Context: an optimization exercise on an open-source flow, tuned for small area. The choices shown serve that exercise and are no tape-out recipe. Only simulation tests tie the RTL to the original design; equivalence was not proved. Power is estimated from default activity; no workload was simulated.

== rev 12 ==
==> flow/design.v (excerpt) <==
module MouseHandler(clk,rst,ps2_c_in,ps2_d_in,ps2_c_oe,ps2_d_oe,ps2_d_out,XMouseVGA,YMouseVGA,Botones);
Settings: LEC_CHECK=0, CAP_MARGIN=20, CORE_MARGIN=2, CORE_UTILIZATION=40, SLEW_MARGIN=20; clock period 10.0 ns.
standard.sh (not shown) runs the stock make flow with config.mk's settings and CLKGATE_MAP_FILE= SYNTH_SCRIPT=/design/flow/synth_recipe.tcl, a recipe that flattens the netlist after the stock synthesis.
==> flow/flow/run.sh <==
#!/bin/bash
set -euo pipefail
export BUFFER_PORTS_ARGS="-buffer_cell sky130_fd_sc_hd__buf_1"
export CTS_ARGS="-sink_clustering_enable -repair_clock_nets -dont_use_dummy_load -buf_list sky130_fd_sc_hd__clkbuf_8 -sink_clustering_size 32 -sink_clustering_max_diameter 200"
bash standard.sh finish > standard_flow.log 2>&1
Modified inputs, rev 13 compared to rev 12
Settings: setting CTS_BUF_LIST to sky130_fd_sc_hd__clkbuf_8 for the first time.
==> flow/flow/run.sh <==
#!/bin/bash
set -euo pipefail
export BUFFER_PORTS_ARGS="-buffer_cell sky130_fd_sc_hd__buf_1"
bash standard.sh finish > standard_flow.log 2>&1
## What came out
- Summary: with rev 12 as the reference, wire length of the first global-routing pass in rev 13 moved up slightly.
- Area after synthesis: rev 12 vs rev 13 identical
- ~same worst path setup slack after routing in rev 13 and rev 12
- | minimum clock period | rev 12 vs rev 13 | ≈ equal |

---

## run A
The RTL this note starts from:
==> flow/design.v <==
`timescale 1ns / 1ps
module MouseHandler(clk,rst,ps2_c_in,ps2_d_in,ps2_c_oe,ps2_d_oe,ps2_d_out,XMouseVGA,YMouseVGA,Botones);
input clk, rst;
input ps2_c_in, ps2_d_in;
output ps2_c_oe, ps2_d_oe, ps2_d_out;
output [9:0] XMouseVGA, YMouseVGA;
output reg [2:0] Botones;
reg fb;
reg [2:0] frun;
reg edge_c;
wire fsat = (frun == 3'd0);
wire all1 = fb & fsat;
wire all0 = ~fb & fsat;
wire fall_edge = edge_c & all0;
always @(posedge clk or posedge rst)
	if (rst) begin
		fb <= 1'b0;
		frun <= 3'd0;
		edge_c <= 1'b0;
	end else begin
		fb <= ps2_c_in;
		if (ps2_c_in != fb)
			frun <= 3'b001;
		else
			frun <= {frun[1:0], (~frun[2] & frun[1]) | (frun[2] & ~frun[1] & frun[0])};
		edge_c <= all1 | (edge_c & ~all0);
	end
reg go, s1, s2, s3;
wire tx_idle = ~(s1 | s2 | s3);
assign ps2_c_oe = s1;
assign ps2_d_oe = s2;
reg [3:0] cuenta;
wire trama = (cuenta == 4'd10);
localparam [15:0] LFSR_A = 16'h5d4b;
localparam [15:0] LFSR_B = 16'h5e0f;
localparam [15:0] LFSR_T = 16'hfbd0;
reg [15:0] tmr;
wire hit = (tmr == LFSR_T);
wire done = go & tx_idle;
wire tmr_load = ~go | (s2 & fall_edge & trama);
wire tmr_step = s1 | s3 | (s2 & fall_edge);
wire lfsr_fb = tmr[0] ^ tmr[3] ^ tmr[4] ^ tmr[5];
wire shift_x, shift_y;
wire [15:0] tmr_next = tmr_load ? (go ? LFSR_B : LFSR_A) :
	{done ? ps2_d_in : lfsr_fb, tmr[15:9], done ? ps2_d_in : tmr[8], tmr[7:1]};
always @(posedge clk) begin
	if (tmr_load | tmr_step | shift_x)
		tmr[7:0] <= tmr_next[7:0];
	if (tmr_load | tmr_step | shift_y)
		tmr[15:8] <= tmr_next[15:8];
end
assign ps2_d_out = tmr[0];
wire [7:0] dx = tmr[7:0];
wire [7:0] dy = tmr[15:8];
always @(posedge clk or posedge rst)
	if (rst) begin
		go <= 1'b0;
		s1 <= 1'b0;
		s2 <= 1'b0;
		s3 <= 1'b0;
	end else begin
		go <= 1'b1;
		s1 <= ~go | (s1 & ~hit);
		s2 <= (s1 & hit) | (s2 & ~(fall_edge & trama));
		s3 <= (s2 & fall_edge & trama) | (s3 & ~hit);
	end
localparam R0 = 3'd0, R1 = 3'd1, R2 = 3'd2, R3 = 3'd3, R4 = 3'd4;
reg [2:0] rxs;
wire rx_start = ~ps2_d_in & ps2_c_in & tx_idle;
wire clr_bits = (rxs == R0) & tx_idle;
wire shift = (rxs == R2) & ~trama;
wire rx_done = (rxs == R4);
always @(posedge clk or posedge rst)
	if (rst)
		rxs <= R0;
	else
		case (rxs)
			R0: rxs <= rx_start ? R1 : R0;
			R1: rxs <= fall_edge ? R2 : R1;
			R2: rxs <= R3;
			R3: rxs <= trama ? R4 : R1;
			default: rxs <= R0;
		endcase
always @(posedge clk)
	if (clr_bits)
		cuenta <= 4'd0;
	else
		cuenta <= cuenta ^ {&{cuenta[2:0], fall_edge}, &{cuenta[1:0], fall_edge}, cuenta[0] & fall_edge, fall_edge};
reg [1:0] nbyte;
wire listo = nbyte[1] & ~nbyte[0];
wire slot0 = ~nbyte[1] & ~nbyte[0];
wire slot1 = ~nbyte[1] & nbyte[0];
wire slot2 = nbyte[1] & nbyte[0];
always @(posedge clk or posedge rst)
	if (rst)
		nbyte <= 2'b00;
	else begin
		nbyte[0] <= rx_done ? ~nbyte[1] : nbyte[0];
		nbyte[1] <= nbyte[0] & (rx_done | nbyte[1]);
	end
reg [5:0] st;    
assign shift_x = done & shift & slot1;
assign shift_y = done & shift & slot2;
always @(posedge clk) begin
	if (shift & slot0 & ~cuenta[3])
		st <= {ps2_d_in, st[5:1]};
end
reg [9:0] nx, ny;
assign XMouseVGA = ~nx;
assign YMouseVGA = ~ny;
wire [9:0] gdx = {10{listo}} & {{2{st[4]}}, dx};
wire [9:0] gdy = {10{listo}} & {{2{st[5]}}, dy};
reg [9:0] xn, yn;
reg cx, cy;
integer i;
always @* begin
	cx = 1'b0; cy = 1'b0;
	for (i = 0; i < 10; i = i + 1) begin
		xn[i] = nx[i] ^ gdx[i] ^ cx;
		cx = (nx[i] & gdx[i]) | (nx[i] & cx) | (gdx[i] & cx);
		yn[i] = ny[i] ^ gdy[i] ^ cy;
		cy = (ny[i] & gdy[i]) | (ny[i] & cy) | (gdy[i] & cy);
	end
end
always @(posedge clk or posedge rst)
	if (rst) begin
		nx <= 10'h3ff;
		ny <= 10'h3ff;
	end else begin
		nx <= xn;
		ny <= yn;
	end
always @(posedge clk or posedge rst)
	if (rst)
		Botones <= 3'b0;
	else if (listo)
		Botones <= st[2:0];
endmodule
Settings: LEC_CHECK=0, CAP_MARGIN=20, CORE_MARGIN=2, CORE_UTILIZATION=40, SLEW_MARGIN=20; clock period 10.0 ns.
==> flow/flow/run.sh <==
#!/bin/bash
# The standard layout with three changes:
#  * port buffers use the smallest buffer cell (sky130_fd_sc_hd__buf_1);
#  * the synthesized netlist's combinational cells are set to their smallest
#    drive strength before floorplanning (flip-flops untouched);
#  * clock tree built from clkbuf_4 without dummy loads.
set -euo pipefail
export BUFFER_PORTS_ARGS="-buffer_cell sky130_fd_sc_hd__buf_1"
export CTS_ARGS="-sink_clustering_enable -sink_clustering_levels 1 -repair_clock_nets -dont_use_dummy_load -buf_list sky130_fd_sc_hd__clkbuf_8 -sink_clustering_size 30 -sink_clustering_max_diameter 500"
R=$PWD/orfs/results/$FLOW_PLATFORM/MouseHandler/base
bash standard.sh $R/1_2_yosys.v > synth_flow.log 2>&1
python3 flow/downsize.py $R/1_2_yosys.v $FLOW_HOME/platforms/$FLOW_PLATFORM/lib/sky130_fd_sc_hd__tt_025C_1v80.lib > downsize.log 2>&1
bash standard.sh finish > standard_flow.log 2>&1
==> flow/flow/downsize.py <==
#!/usr/bin/env python3
"""Replace each combinational cell of the synthesis netlist by the smallest
drive-strength variant of the same function in the library, when that is
smaller. Flip-flops are left as synthesis made them.
Usage: downsize.py NETLIST LIB"""
import re, sys
net, lib = sys.argv[1], sys.argv[2]
txt = open(lib).read()
area = {}
ms = list(re.finditer(r'cell\s*\(\s*"?(sky130_fd_sc_hd__\w+?)"?\s*\)', txt))
for i, m in enumerate(ms):
    end = ms[i + 1].start() if i + 1 < len(ms) else len(txt)
    a = re.search(r'area\s*:\s*([\d.]+)', txt[m.end():end])
    if a:
        area[m.group(1)] = float(a.group(1))
best = {}
for c, a in area.items():
    mm = re.match(r'(sky130_fd_sc_hd__[a-z0-9]+)_(\d+)$', c)
    if mm and 'lpflow' not in c:
        b = mm.group(1)
        if b not in best or a < area[best[b]]:
            best[b] = c
src = open(net).read()
count = {}
def sub(m):
    cell, base = m.group(0), m.group(1)
    kind = base.replace('sky130_fd_sc_hd__', '')
    if re.match(r'(e|s)?df|sedf|dl|clk|conb|tap|fill|decap', kind) or cell not in area:
        return cell
    cand = best.get(base, cell)
    if area[cand] < area[cell]:
        count[cell + ' -> ' + cand] = count.get(cell + ' -> ' + cand, 0) + 1
        return cand
    return cell
src = re.sub(r'\b(sky130_fd_sc_hd__[a-z0-9]+)_(\d+)\b(?=\s+\S+\s*\()', sub, src)
open(net, 'w').write(src)
for k, v in sorted(count.items()):
    print(v, k)
Edits applied to the flow inputs when going from run A to run B:
--- a/flow/flow/run.sh
+++ b/flow/flow/run.sh
@@ -8,3 +8,3 @@
 export BUFFER_PORTS_ARGS="-buffer_cell sky130_fd_sc_hd__buf_1"
-export CTS_ARGS="-sink_clustering_enable -sink_clustering_levels 1 -repair_clock_nets -dont_use_dummy_load -buf_list sky130_fd_sc_hd__clkbuf_8 -sink_clustering_size 30 -sink_clustering_max_diameter 500"
+export CTS_ARGS="-repair_clock_nets -dont_use_dummy_load -buf_list sky130_fd_sc_hd__clkbuf_4"
 R=$PWD/orfs/results/$FLOW_PLATFORM/MouseHandler/base
[summary]
As far as multi-input combinational cell area goes, run A and run B are indistinguishable; the numbers are identical. Looking at total of fill cells in the finished design, run B sits above run A. [compare] base=run A new=run B: power saw a decrease, routed length per instance saw little to no change. Of run B and run A, the run reporting the lower sequential share of layout area was run A. [compare] base=run A new=run B: final setup slack of the worst path went down 0.0084 ns, overall die height held, clock network power went down about 26%.
What run C does differently from run B at the input level:
# run B
export LEC_CHECK = 0
export CAP_MARGIN = 20
export CORE_MARGIN = 2
export CORE_UTILIZATION = 40
export SLEW_MARGIN = 20
create_clock -name core_clock -period 10.0 [get_ports {clk}]
# run C
export LEC_CHECK = 0
export CAP_MARGIN = 20
export CORE_MARGIN = 2
export CORE_UTILIZATION = 60
export SLEW_MARGIN = 20
create_clock -name core_clock -period 10.0 [get_ports {clk}]
--- a/flow/flow/run.sh
+++ b/flow/flow/run.sh
@@ -8,3 +8,3 @@
 export BUFFER_PORTS_ARGS="-buffer_cell sky130_fd_sc_hd__buf_1"
-export CTS_ARGS="-repair_clock_nets -dont_use_dummy_load -buf_list sky130_fd_sc_hd__clkbuf_4"
+export CTS_ARGS="-sink_clustering_enable -repair_clock_nets -dont_use_dummy_load -root_buf sky130_fd_sc_hd__clkbuf_4 -buf_list sky130_fd_sc_hd__clkbuf_2"
 R=$PWD/orfs/results/$FLOW_PLATFORM/MouseHandler/base
==> summary.txt <==
- Shortest period the worst path allows in run C is 0.0086 ns below run B.
- Met3 wirelength from detailed routing: run C vs run B down about 9%
- Run B and run C ended up with roughly the same post-route clock period utilization.
- Any difference in internal cell power between run B and run C is small enough to ignore.
Edits applied to the flow inputs when going from run C to run D:
# run C
export LEC_CHECK = 0
export CAP_MARGIN = 20
export CORE_MARGIN = 2
export CORE_UTILIZATION = 60
export SLEW_MARGIN = 20
create_clock -name core_clock -period 10.0 [get_ports {clk}]
# run D
export LEC_CHECK = 0
export CAP_MARGIN = 20
export CORE_MARGIN = 2
export CORE_UTILIZATION = 40
export SLEW_MARGIN = 20
create_clock -name core_clock -period 10.0 [get_ports {clk}]
==> flow/flow/run.sh <==
#!/bin/bash
set -euo pipefail
export BUFFER_PORTS_ARGS="-buffer_cell sky130_fd_sc_hd__buf_1"
bash standard.sh finish > standard_flow.log 2>&1
removed: flow/flow/downsize.py
==> summary.txt <==
Taking run C as the reference, in run D source-to-sink clock delay at the later pin of the worst-skew pair down 0.04 ns; vias per cell shrank by about 13%; shortest clock period the worst path allows after layout rose 0.077 ns; global-route usage dropped 6.6 points; register clock-pin slew on the reported worst setup and hold paths decreased 0.03 ns. Comparing routed via count for run D and run C, the bigger number came from run D.
The following lists how run E was set up differently from run D:
--- a/flow/flow/run.sh
+++ b/flow/flow/run.sh
@@ -3,2 +3,3 @@
 export BUFFER_PORTS_ARGS="-buffer_cell sky130_fd_sc_hd__buf_1"
+export CTS_ARGS="-sink_clustering_enable -repair_clock_nets -dont_use_dummy_load -buf_list sky130_fd_sc_hd__clkbuf_8 -sink_buffer_max_cap_derate 1.0 -sink_clustering_size 30 -sink_clustering_max_diameter 300"
 bash standard.sh finish > standard_flow.log 2>&1
==> summary.txt <==
- Count of clock-buffer cells in the layout: run E lower than run D
- Changes observed in run E relative to run D: final design instance area without fill shrank by 2.0%, worst slew slack as a fraction of its limit shrank by 0.44 points, clock network power share shrank by 6.2 points, area overhead of the layout relative to synthesis shrank by 2.2 points.
- Run D and run E ended up with nearly the same final cycle utilization of the critical path.

## port drivers added, routing unchanged
The results above use ideal ports. As a check the final layouts listed here were re-extracted and re-timed, cells and wires unchanged.
Step 1: set_driving_cell puts a clkbuf_16 on clk and a buf_2 on each other input, an assumption about the parent block.
Step 2 adds t to the input delays and takes it off the output delays; t is the mean of the earliest and latest rising clock arrival at the registers after step 1. Input paths then give back, and output paths get back, about the clock's delay inside the block.
Slacks: ideal / step 1 / step 2; pairs: ideal / step 1.
| run | shift t [ns] | setup WS [ns] | worst setup path after step 2 | latest minus earliest clock arrival (ns) |
|---|---|---|---|---|
| rev 12 | 0.354 | 5.422 / 5.422 / 5.422 | register to register | 0.017 / 0.017 |
| rev 13 | 0.362 | 5.422 / 5.422 / 5.422 | register to register | 0.009 / 0.008 |
| run A | 0.353 | 5.499 / 5.499 / 5.499 | register to register | 0.026 / 0.026 |
| run B | 0.406 | 5.490 / 5.490 / 5.490 | register to register | 0.041 / 0.041 |
| run C | 0.402 | 5.499 / 5.499 / 5.499 | register to register | 0.014 / 0.014 |
| run D | 0.362 | 5.422 / 5.422 / 5.422 | register to register | 0.009 / 0.008 |
| run E | 0.354 | 5.422 / 5.422 / 5.422 | register to register | 0.017 / 0.017 |
After both steps setup and hold are still met in every run listed.
